From an optimization exercise on the open Yosys and OpenROAD flow, aimed at small area and a short achievable clock period; shortcuts taken in it are not production practice.
The RTL was checked by simulation tests, not by an equivalence proof against the original design.
Power figures rest on the tool's default switching activity, not on a simulated workload.

main:
// MedianFilter
module MedianFilter#
  (parameter row = 430, col = 554)
  (input            clk,
  input signed[31:0]pixel,
  input       [7:0] data_in_0, data_in_1, data_in_2,
  input       [7:0] data_in_3, data_in_4, data_in_5,
  input       [7:0] data_in_6, data_in_7, data_in_8,
  output            done,
  output reg  [7:0]data_filtered);
  function ge8;
    input [7:0] a, b;
    integer i;
    reg g;
    begin
      g = 1'b1;
      for (i = 0; i < 8; i = i + 1)
        g = (a[i] & ~b[i]) | (a[i] & g) | (~b[i] & g);
      ge8 = g;
    end
  endfunction
  function [7:0] med3;
    input [7:0] a, b, c;
    input       mid;
    reg gab, gbc, gac, sa, sb, sc;
    begin
      gab = ge8(a, b);
      gbc = ge8(b, c);
      gac = ge8(a, c);
      sa  = ~mid & (gab ^ gac);
      sb  = mid | ~(gab ^ gbc);
      sc  = ~mid & (gac ^ gbc);
      med3 = ({8{sa}} & a) | ({8{sb}} & b) | ({8{sc}} & c);
    end
  endfunction
  wire [17:0] s = pixel[17:0];
  wire lo18 = ~pixel[31] & ~|pixel[30:18];    
  wire inimg = lo18 & (s <= 18'd238219);      
  wire fl = ~pixel[31] & ~|pixel[30:9] & (pixel[8:0] < 9'd430);
  wire fr = inimg & (s >= 18'd237790);
  wire lr = fl | fr;
  ...
Size in the first run: roughly 8 flip-flops, about 110 I/O pins, roughly 4100 sq um of cells after synthesis.
Settings: LEC_CHECK=0, CAP_MARGIN=20, CORE_MARGIN=2, CORE_UTILIZATION=40, SLEW_MARGIN=20; clock period 33.0 ns.
run.sh (not shown) runs the stock make flow with config.mk's settings and CLKGATE_MAP_FILE= SYNTH_SCRIPT=/design/flow/synth_recipe.tcl, a recipe that flattens the netlist after the stock synthesis.
Both conditions hold for main: the flow ran to the end and the final layout passed the timing, design-rule and antenna checks.
Here is what was changed in the inputs of the feature branch compared with main.
==> flow/flow/run.sh (new file) <==
#!/bin/bash
# Layout flow: the standard flow, except that
#  - synthesis maps the logic with an area-oriented ABC script (flow/area.abc);
#    everything else in synthesis, registers included, is as standard.sh synth does it;
#  - the port buffers are the smallest buffer, sky130_fd_sc_hd__buf_1.
# Each tool's output goes to a log file of its own in this folder.
set -euo pipefail
W=$PWD
R=$W/orfs/results/$FLOW_PLATFORM/MedianFilter/base

# 1. The standard synthesis, kept for reference.
bash standard.sh synth > 1_standard_synth.log 2>&1
cp $R/1_2_yosys.v $W/standard_1_2_yosys.v

# 2. The same synthesis with the area ABC script; it replaces 1_2_yosys.v.
MY_ABC_SCRIPT=$W/flow/area.abc make -C $FLOW_HOME DESIGN_CONFIG=$W/config.mk \
  WORK_HOME=$W/orfs CLKGATE_MAP_FILE= SYNTH_SCRIPT=$W/flow/my_synth.tcl \
  do-yosys > 2_area_synth.log 2>&1
cp $W/orfs/logs/$FLOW_PLATFORM/MedianFilter/base/1_2_yosys.log $W/2_area_synth_yosys.log

# The registers must be the standard synthesis's: same names, same cells.
regs() { grep -E '^\s*sky130_fd_sc_hd__(df|ed|sd)[a-z0-9_]*\s' "$1" | awk '{print $1, $2}' | sort; }
if ! diff <(regs $W/standard_1_2_yosys.v) <(regs $R/1_2_yosys.v) > 3_register_check.log 2>&1; then
  echo "register mismatch" >> 3_register_check.log
  exit 1
fi

# 3. The rest of the standard flow, from 1_synth.odb to the final DEF.
BUFFER_PORTS_ARGS="-buffer_cell sky130_fd_sc_hd__buf_1" bash standard.sh finish > 4_layout.log 2>&1
==> flow/flow/area.abc (new file) <==
strash
&get -n
&fraig -x
&put
scorr
dc2
dretime
strash
&get -n
&dch -f
&nf -a
&put
==> flow/flow/my_synth.tcl (new file) <==
# The standard synthesis (synth_recipe.tcl), with ABC run on this flow's own
# script in place of ORFS's abc_speed/abc_area script.
proc synth {args} { yosys synth -nofsm -noshare {*}$args }
proc abc {args} {
  set i [lsearch -exact $args -script]
  if {$i >= 0} { lset args [expr {$i + 1}] $::env(MY_ABC_SCRIPT) }
  set j [lsearch -exact $args -D]
  if {$j >= 0} { set args [lreplace $args $j [expr {$j + 1}]] }
  yosys abc {*}$args
}
source $::env(SCRIPTS_DIR)/synth.tcl
# left out here: clear keep_hierarchy, flatten, clean up, hide names made inside functions, write 1_2_yosys.v
==> flow/standard.sh (new file) <==
#!/bin/bash
# synth_recipe.tcl (not shown) runs the flow's synth.tcl, then flattens the netlist and writes it again
# the make line also repeats each setting of config.mk as NAME=value (left out here)
make -C /OpenROAD-flow-scripts/flow DESIGN_CONFIG=/design/flow/config.mk WORK_HOME=/design/flow/orfs CLKGATE_MAP_FILE= SYNTH_SCRIPT=/design/flow/synth_recipe.tcl "${@:-finish}"
removed: flow/run.sh
The feature branch went all the way through the flow, and no timing, DRC or antenna check failed.
Of the feature branch and main, the run reporting the lower sequential share of layout area was main.
For the via count of the first global-routing pass, the feature branch came in 25% lower than main did.
main → the feature branch: iteration count of the initial detailed-routing pass now smaller; final design instance area without fill now smaller.
Power share of the combinational group, the feature branch and main, lower one = the feature branch.
The feature branch vs. main: largest net degree at the start of global routing went up by 5.
Compared with main, in the feature branch fraction of the cycle the final worst path needs fell by 1.7 points, clock network power share +2.1 points, proportion of cell area occupied by multi-input gates shows an increase of 4.3 points, via-per-instance ratio has decreased.

re-timing with driven ports:
In the flow no input, the clock included, has a driving cell. The finished layouts below were timed again as built, in two steps. Step 1 assumes that a clkbuf_16 drives the clock port and a buf_2 every other input. Step 2 times the ports against the registers' clock, not the clock port: input delays grow and output delays shrink by t, the midpoint of the rising clock arrivals with the driver on. Three values: no drivers, after step 1, after step 2; two values: the first two.
| run | t (ns) | slack for setup (ns) | slew at the worst register clock pin (ns) |
|---|---|---|---|
| main | 0.240 | 17.761 / 17.732 / 17.732 | 0.04 / 0.04 |
| the feature branch | 0.249 | 18.320 / 18.298 / 18.298 | 0.04 / 0.04 |
After both steps setup and hold are still met in every run listed. The setup slack of main, which loses most, moves by -0.029 ns with the drivers and by -0.029 ns with both steps.
